What follows belongs to an exercise in optimizing a design on an open flow for small area; a production flow would make more cautious choices. The RTL was checked by simulation tests, not by an equivalence proof against the original design. The flow treats the clock pin as an ideal source, which a real chip does not have.

==> run a <==
## top
module top
  (
    input               pclk,
    input               presetn,
    input   [31:0]      paddr,
    input   [31:0]      pwdata,
    input               psel,
    input               pwrite,
    input               penable,
    output  [31:0]      prdata
  );
  localparam [31:0] RV1 = 32'h5A5A_5555;
  localparam [31:0] RV2 = 32'h1234_9876;
  localparam [31:0] RV3 = 32'hA5A5_0000;
  localparam [31:0] RV4 = 32'h0000_FFFF;
  reg [3:0]  cntrl;
  reg [31:0] s1, s2, s3, s4;    
  reg [4:0]  selq_n;
  wire base_ok = ~|paddr[31:5] & ~|paddr[1:0];
  wire [4:0] hit;
  assign hit[0] = base_ok & (paddr[4:2] == 3'd0);
  assign hit[1] = base_ok & (paddr[4:2] == 3'd1);
  assign hit[2] = base_ok & (paddr[4:2] == 3'd2);
  assign hit[3] = base_ok & (paddr[4:2] == 3'd3);
  assign hit[4] = base_ok & (paddr[4:2] == 3'd4);
  wire wr = psel & penable & pwrite;
  wire [4:1] x_n = ~({4{wr & presetn}} & hit[4:1]);
  wire [4:1] h_n = ~({4{presetn}} & ~({4{wr}} & hit[4:1]));
  wire [4:1] en, en_b, en_n;
  wire [4:0] a, an;
  assign a[0] = ~selq_n[0];
  wire ce   = presetn & wr & hit[0];
  wire ce_n = presetn & ~(wr & hit[0]);
  ...
clock: 5.0 ns
lec_check: 0
abc_area: 1
cap_margin: 20
core_margin: 2
core_utilization: 40
gpl_timing_driven: 0
slew_margin: 20
synth_hierarchical: 1
standard.sh (not shown) runs the stock make flow with config.mk's settings and CLKGATE_MAP_FILE= SYNTH_SCRIPT=/design/flow/synth_recipe.tcl, a recipe that flattens the netlist after the stock synthesis.
==> flow/flow/run.sh <==
#!/bin/bash
# Standard ORFS layout with these changes: ABC maps for area with
# flow/area.abc (registers untouched), ports are buffered with the smallest
# buffer, CTS inserts no dummy loads and uses small buffers, and after CTS a
# clock buffer with slow sink slews is upsized (flow/post_cts.tcl).
set -euo pipefail
export AREA_ABC_SCRIPT="$PWD/flow/area.abc"
export BUFFER_PORTS_ARGS="-buffer_cell sky130_fd_sc_hd__buf_1"
export CTS_ARGS="-sink_clustering_enable -repair_clock_nets -dont_use_dummy_load -buf_list sky130_fd_sc_hd__clkbuf_4"
export POST_CTS_TCL="$PWD/flow/post_cts.tcl"
bash standard.sh "SYNTH_SCRIPT=$PWD/flow/synth.tcl" "BUFFER_PORTS_ARGS=$BUFFER_PORTS_ARGS" \
  "CTS_ARGS=$CTS_ARGS" "POST_CTS_TCL=$POST_CTS_TCL" finish > standard_flow.log 2>&1
==> flow/flow/area.abc <==
strash
&get -n
&dch
&nf -R 1000
&put
mfs2
strash
&get -n
&dch
&nf -R 1000
&put
==> flow/flow/post_cts.tcl <==
set_propagated_clock [all_clocks]
estimate_parasitics -placement
set n_up 0
foreach inst [get_cells clkbuf_*] {
  if { [get_property $inst ref_name] ne "sky130_fd_sc_hd__clkbuf_4" } { continue }
  set worst 0
  foreach out [get_pins -of_objects $inst -filter "direction==output"] {
    foreach p [get_pins -of_objects [get_nets -of_objects $out] -filter "direction==input"] {
      if { [get_property $p is_register_clock] ne "1" } { continue }
      set s [get_property $p slew_max]
      if { $s > $worst } { set worst $s }
    }
  }
  if { $worst > 0.108 } {
    puts "post_cts: [get_full_name $inst] sink slew $worst, using clkbuf_8"
    replace_cell $inst sky130_fd_sc_hd__clkbuf_8
    incr n_up
  }
}
puts "post_cts: upsized $n_up clock buffers"
if { $n_up > 0 } {
  detailed_placement
  check_placement -verbose
}
==> flow/flow/synth.tcl <==
proc synth {args} { yosys synth -nofsm -noshare {*}$args }
# Same as synth_recipe.tcl, except that ABC maps with flow/area.abc, and the
# inverters of apb_inv are sized up (below).
proc abc {args} {
  set i [lsearch -exact $args -script]
  if { $i >= 0 } {
    set args [lreplace $args [expr {$i + 1}] [expr {$i + 1}] $::env(AREA_ABC_SCRIPT)]
  }
  yosys abc {*}$args
}
source $::env(SCRIPTS_DIR)/synth.tcl
# The inverters of apb_inv drive a whole register's enables or read selects:
# give them the double-strength inverter, which has the same area.
chtype -set sky130_fd_sc_hd__inv_2 apb_inv/t:sky130_fd_sc_hd__clkinv_1 apb_inv/t:sky130_fd_sc_hd__inv_1
# left out here: clear keep_hierarchy, flatten, clean up, hide names made inside functions, write 1_2_yosys.v
==> run b: changes against run a <==
--- a/flow/design.v
+++ b/flow/design.v
@@ -23,10 +23,13 @@
   assign y = ~((a1 | a2) & b & c);
 endmodule
 module apb_hold (input en, input en_n, input d, input q, output y);
   assign y = (en & d) | (en_n & q);
 endmodule
+module apb_holds (input en, input en_n, input rst, input d, input q, output y);
+  assign y = (en & d) | (en_n & q) | rst;
+endmodule
 module apb_holdn (input en_b, input en_n, input d, input q, output y);
   assign y = (~en_b & ~d) | (en_n & q);
 endmodule
 module top
   (
@@ -52,13 +55,14 @@
   assign hit[1] = base_ok & (paddr[4:2] == 3'd1);
   assign hit[2] = base_ok & (paddr[4:2] == 3'd2);
   assign hit[3] = base_ok & (paddr[4:2] == 3'd3);
   assign hit[4] = base_ok & (paddr[4:2] == 3'd4);
   wire wr = psel & penable & pwrite;
-  wire [4:1] x_n = ~({4{wr & presetn}} & hit[4:1]);
+  wire [4:1] en_b = ~({4{wr & presetn}} & hit[4:1]);
+  wire rst = ~presetn;
   wire [4:1] h_n = ~({4{presetn}} & ~({4{wr}} & hit[4:1]));
-  wire [4:1] en, en_b, en_n;
+  wire [4:1] en, en_n;
   wire [4:0] a, an;
   assign a[0] = ~selq_n[0];
   wire ce   = presetn & wr & hit[0];
   wire ce_n = presetn & ~(wr & hit[0]);
   wire [3:0]  nxc;
@@ -69,31 +73,23 @@
     s1 <= nx1;
     s2 <= nx2;
     s3 <= nx3;
     s4 <= nx4;
   end
-  apb_inv u_en1  (.a(x_n[1]), .y(en[1]));
-  apb_inv u_enb1 (.a(en[1]), .y(en_b[1]));
+  apb_inv u_en1  (.a(en_b[1]), .y(en[1]));
   apb_inv u_enn1 (.a(h_n[1]), .y(en_n[1]));
   apb_inv u_a1   (.a(selq_n[1]), .y(a[1]));
-  apb_inv u_an1  (.a(a[1]), .y(an[1]));
-  apb_inv u_en2  (.a(x_n[2]), .y(en[2]));
-  apb_inv u_enb2 (.a(en[2]), .y(en_b[2]));
+  apb_inv u_en2  (.a(en_b[2]), .y(en[2]));
   apb_inv u_enn2 (.a(h_n[2]), .y(en_n[2]));
   apb_inv u_a2   (.a(selq_n[2]), .y(a[2]));
-  apb_inv u_an2  (.a(a[2]), .y(an[2]));
-  apb_inv u_en3  (.a(x_n[3]), .y(en[3]));
-  apb_inv u_enb3 (.a(en[3]), .y(en_b[3]));
+  apb_inv u_en3  (.a(en_b[3]), .y(en[3]));
   apb_inv u_enn3 (.a(h_n[3]), .y(en_n[3]));
   apb_inv u_a3   (.a(selq_n[3]), .y(a[3]));
-  apb_inv u_an3  (.a(a[3]), .y(an[3]));
-  apb_inv u_en4  (.a(x_n[4]), .y(en[4]));
-  apb_inv u_enb4 (.a(en[4]), .y(en_b[4]));
+  apb_inv u_en4  (.a(en_b[4]), .y(en[4]));
   apb_inv u_enn4 (.a(h_n[4]), .y(en_n[4]));
   apb_inv u_a4   (.a(selq_n[4]), .y(a[4]));
-  apb_inv u_an4  (.a(a[4]), .y(an[4]));
-  assign an[0] = selq_n[0];
+  assign an = selq_n;
   apb_hold u_hc0 (.en(ce), .en_n(ce_n), .d(pwdata[0]), .q(cntrl[0]), .y(nxc[0]));
   apb_hold u_hc1 (.en(ce), .en_n(ce_n), .d(pwdata[1]), .q(cntrl[1]), .y(nxc[1]));
   apb_hold u_hc2 (.en(ce), .en_n(ce_n), .d(pwdata[2]), .q(cntrl[2]), .y(nxc[2]));
   apb_hold u_hc3 (.en(ce), .en_n(ce_n), .d(pwdata[3]), .q(cntrl[3]), .y(nxc[3]));
   apb_holdn u_h1_0 (.en_b(en_b[1]), .en_n(en_n[1]), .d(pwdata[0]), .q(s1[0]), .y(nx1[0]));
@@ -192,21 +188,21 @@
   apb_holdn u_h3_29 (.en_b(en_b[3]), .en_n(en_n[3]), .d(pwdata[29]), .q(s3[29]), .y(nx3[29]));
   apb_hold  u_h3_30 (.en(en[3]), .en_n(en_n[3]), .d(pwdata[30]), .q(s3[30]), .y(nx3[30]));
   apb_holdn u_h3_31 (.en_b(en_b[3]), .en_n(en_n[3]), .d(pwdata[31]), .q(s3[31]), .y(nx3[31]));
   apb_holdn u_h4_0 (.en_b(en_b[4]), .en_n(en_n[4]), .d(pwdata[0]), .q(s4[0]), .y(nx4[0]));
   apb_holdn u_h4_1 (.en_b(en_b[4]), .en_n(en_n[4]), .d(pwdata[1]), .q(s4[1]), .y(nx4[1]));
-  apb_holdn u_h4_2 (.en_b(en_b[4]), .en_n(en_n[4]), .d(pwdata[2]), .q(s4[2]), .y(nx4[2]));
+  apb_holds u_h4_2 (.en(en[4]), .en_n(en_n[4]), .rst(rst), .d(pwdata[2]), .q(s4[2]), .y(nx4[2]));
   apb_holdn u_h4_3 (.en_b(en_b[4]), .en_n(en_n[4]), .d(pwdata[3]), .q(s4[3]), .y(nx4[3]));
-  apb_holdn u_h4_4 (.en_b(en_b[4]), .en_n(en_n[4]), .d(pwdata[4]), .q(s4[4]), .y(nx4[4]));
+  apb_holds u_h4_4 (.en(en[4]), .en_n(en_n[4]), .rst(rst), .d(pwdata[4]), .q(s4[4]), .y(nx4[4]));
   apb_holdn u_h4_5 (.en_b(en_b[4]), .en_n(en_n[4]), .d(pwdata[5]), .q(s4[5]), .y(nx4[5]));
-  apb_holdn u_h4_6 (.en_b(en_b[4]), .en_n(en_n[4]), .d(pwdata[6]), .q(s4[6]), .y(nx4[6]));
+  apb_holds u_h4_6 (.en(en[4]), .en_n(en_n[4]), .rst(rst), .d(pwdata[6]), .q(s4[6]), .y(nx4[6]));
   apb_holdn u_h4_7 (.en_b(en_b[4]), .en_n(en_n[4]), .d(pwdata[7]), .q(s4[7]), .y(nx4[7]));
   apb_holdn u_h4_8 (.en_b(en_b[4]), .en_n(en_n[4]), .d(pwdata[8]), .q(s4[8]), .y(nx4[8]));
   apb_holdn u_h4_9 (.en_b(en_b[4]), .en_n(en_n[4]), .d(pwdata[9]), .q(s4[9]), .y(nx4[9]));
   apb_holdn u_h4_10 (.en_b(en_b[4]), .en_n(en_n[4]), .d(pwdata[10]), .q(s4[10]), .y(nx4[10]));
   apb_holdn u_h4_11 (.en_b(en_b[4]), .en_n(en_n[4]), .d(pwdata[11]), .q(s4[11]), .y(nx4[11]));
-  apb_holdn u_h4_12 (.en_b(en_b[4]), .en_n(en_n[4]), .d(pwdata[12]), .q(s4[12]), .y(nx4[12]));
+  apb_holds u_h4_12 (.en(en[4]), .en_n(en_n[4]), .rst(rst), .d(pwdata[12]), .q(s4[12]), .y(nx4[12]));
   apb_holdn u_h4_13 (.en_b(en_b[4]), .en_n(en_n[4]), .d(pwdata[13]), .q(s4[13]), .y(nx4[13]));
   apb_holdn u_h4_14 (.en_b(en_b[4]), .en_n(en_n[4]), .d(pwdata[14]), .q(s4[14]), .y(nx4[14]));
   apb_holdn u_h4_15 (.en_b(en_b[4]), .en_n(en_n[4]), .d(pwdata[15]), .q(s4[15]), .y(nx4[15]));
   apb_hold  u_h4_16 (.en(en[4]), .en_n(en_n[4]), .d(pwdata[16]), .q(s4[16]), .y(nx4[16]));
   apb_hold  u_h4_17 (.en(en[4]), .en_n(en_n[4]), .d(pwdata[17]), .q(s4[17]), .y(nx4[17]));
@@ -228,29 +224,26 @@
   apb_aoi3  u_r0p (.a({a[0], a[2], a[3]}), .r({cntrl[0], s2[0], s3[0]}), .y(r0p));
   apb_o221ai u_r0 (.a1(an[1]), .a2(s1[0]), .b1(an[4]), .b2(s4[0]), .c(r0p), .y(prdata[0]));
   wire r1p;
   apb_aoi3  u_r1p (.a({a[0], a[1], a[3]}), .r({cntrl[1], s1[1], s3[1]}), .y(r1p));
   apb_o221ai u_r1 (.a1(an[2]), .a2(s2[1]), .b1(an[4]), .b2(s4[1]), .c(r1p), .y(prdata[1]));
-  wire r2p, r2m;
-  apb_aoi2  u_r2p (.a({a[0], a[3]}), .r({cntrl[2], s3[2]}), .y(r2p));
-  apb_o22a u_r2m (.a1(an[1]), .a2(s1[2]), .b1(an[2]), .b2(s2[2]), .y(r2m));
-  apb_o211ai u_r2 (.a1(an[4]), .a2(s4[2]), .b(r2p), .c(r2m), .y(prdata[2]));
+  wire r2p;
+  apb_aoi3  u_r2p (.a({a[0], a[3], a[4]}), .r({cntrl[2], s3[2], s4[2]}), .y(r2p));
+  apb_o221ai u_r2 (.a1(an[1]), .a2(s1[2]), .b1(an[2]), .b2(s2[2]), .c(r2p), .y(prdata[2]));
   wire r3p, r3q;
   apb_aoi3  u_r3p (.a({a[0], a[1], a[2]}), .r({cntrl[3], s1[3], s2[3]}), .y(r3p));
   apb_nand2 u_r3q (.a(a[3]), .b(s3[3]), .y(r3q));
   apb_o211ai u_r3 (.a1(an[4]), .a2(s4[3]), .b(r3p), .c(r3q), .y(prdata[3]));
-  wire r4p, r4m;
-  apb_nand2 u_r4p (.a(a[3]), .b(s3[4]), .y(r4p));
-  apb_o22a u_r4m (.a1(an[1]), .a2(s1[4]), .b1(an[2]), .b2(s2[4]), .y(r4m));
-  apb_o211ai u_r4 (.a1(an[4]), .a2(s4[4]), .b(r4p), .c(r4m), .y(prdata[4]));
+  wire r4p;
+  apb_aoi2  u_r4p (.a({a[3], a[4]}), .r({s3[4], s4[4]}), .y(r4p));
+  apb_o221ai u_r4 (.a1(an[1]), .a2(s1[4]), .b1(an[2]), .b2(s2[4]), .c(r4p), .y(prdata[4]));
   wire r5p;
   apb_aoi2  u_r5p (.a({a[1], a[3]}), .r({s1[5], s3[5]}), .y(r5p));
   apb_o221ai u_r5 (.a1(an[2]), .a2(s2[5]), .b1(an[4]), .b2(s4[5]), .c(r5p), .y(prdata[5]));
-  wire r6p, r6m;
-  apb_nand2 u_r6p (.a(a[3]), .b(s3[6]), .y(r6p));
-  apb_o22a u_r6m (.a1(an[1]), .a2(s1[6]), .b1(an[2]), .b2(s2[6]), .y(r6m));
-  apb_o211ai u_r6 (.a1(an[4]), .a2(s4[6]), .b(r6p), .c(r6m), .y(prdata[6]));
+  wire r6p;
+  apb_aoi2  u_r6p (.a({a[3], a[4]}), .r({s3[6], s4[6]}), .y(r6p));
+  apb_o221ai u_r6 (.a1(an[1]), .a2(s1[6]), .b1(an[2]), .b2(s2[6]), .c(r6p), .y(prdata[6]));
   wire r7p;
   apb_aoi3  u_r7p (.a({a[1], a[2], a[3]}), .r({s1[7], s2[7], s3[7]}), .y(r7p));
   apb_o21ai u_r7 (.a1(an[4]), .a2(s4[7]), .b(r7p), .y(prdata[7]));
   wire r8p;
   apb_aoi2  u_r8p (.a({a[2], a[3]}), .r({s2[8], s3[8]}), .y(r8p));
@@ -262,14 +255,13 @@
   apb_aoi2  u_r10p (.a({a[2], a[3]}), .r({s2[10], s3[10]}), .y(r10p));
   apb_o221ai u_r10 (.a1(an[1]), .a2(s1[10]), .b1(an[4]), .b2(s4[10]), .c(r10p), .y(prdata[10]));
   wire r11p;
   apb_aoi2  u_r11p (.a({a[1], a[3]}), .r({s1[11], s3[11]}), .y(r11p));
   apb_o221ai u_r11 (.a1(an[2]), .a2(s2[11]), .b1(an[4]), .b2(s4[11]), .c(r11p), .y(prdata[11]));
-  wire r12p, r12m;
-  apb_nand2 u_r12p (.a(a[3]), .b(s3[12]), .y(r12p));
-  apb_o22a u_r12m (.a1(an[1]), .a2(s1[12]), .b1(an[2]), .b2(s2[12]), .y(r12m));
-  apb_o211ai u_r12 (.a1(an[4]), .a2(s4[12]), .b(r12p), .c(r12m), .y(prdata[12]));
+  wire r12p;
+  apb_aoi2  u_r12p (.a({a[3], a[4]}), .r({s3[12], s4[12]}), .y(r12p));
+  apb_o221ai u_r12 (.a1(an[1]), .a2(s1[12]), .b1(an[2]), .b2(s2[12]), .c(r12p), .y(prdata[12]));
   wire r13p;
   apb_aoi3  u_r13p (.a({a[1], a[2], a[3]}), .r({s1[13], s2[13], s3[13]}), .y(r13p));
   apb_o21ai u_r13 (.a1(an[4]), .a2(s4[13]), .b(r13p), .y(prdata[13]));
   wire r14p;
   apb_aoi2  u_r14p (.a({a[2], a[3]}), .r({s2[14], s3[14]}), .y(r14p));
==> summary.md <==
| Metric | Value |
|---|---|
| Status | timing/DRC/antenna clean |
| Total GRT Usage | 21.7% |
| Cell Area, Synth | 4670 um2 |
| 1st-pass router iterations | 6 |
| Share of layout cells above drive strength 1 | between 6 and 7% |
| Most used cells in the layout excluding fill and tap cells | 137 x dfxtp_1, 100 x buf_1, 79 x a22o_1, 71 x o21ai_0, 60 x nand2_1 |
| Hold Startpoint | s4[9] |
| Met1 usage in global routing | 30.1% |
| Crit-path cells | buf_1 -> nor4_1 -> nand4_1 -> nor4_1 -> nor2b_1 -> nand3b_1 -> o21ai_0 -> nand2_1 -> inv_2 -> inv_2 -> o21ai_0 |
-- figures above: run a

==> summary.md <==
| Metric | Value |
|---|---|
| Status | timing/DRC/antenna clean |
| 1st-pass router iterations | 8 |
| Hold Startpoint | s4[7] |
| Share of layout cells above drive strength 1 | 5.35% |
-- figures above: run b

## re-timing with driven ports
Ports are ideal in the flow. The routed layouts listed here were re-timed in OpenROAD. Step 1 assumes that a clkbuf_16 drives the clock port and a buf_2 every other input. Step 2, shift: input delay + t, output delay - t, t = (earliest + latest rising clock arrival at the registers) / 2. This alone moves slack from input paths to output paths. Slacks: ideal / step 1 / step 2; pairs: ideal / step 1.
run | shift t [ns] | setup slack, ns | worst hold slack (ns) | slew at the worst register clock pin (ns) | worst slew at a driven data input, ns
run a | 0.520 | 1.924 / 1.943 / 1.423 | 0.451 / 0.451 / 0.451 | 0.10 / 0.10 | 0.05
run b | 0.536 | 1.488 / 1.453 / 1.112 | 0.449 / 0.449 / 0.449 | 0.10 / 0.10 | 0.05
After both steps setup and hold are still met in every run listed. For run a, which loses most, drivers alone change the setup slack by +0.019 ns; drivers and shift together by -0.501 ns.
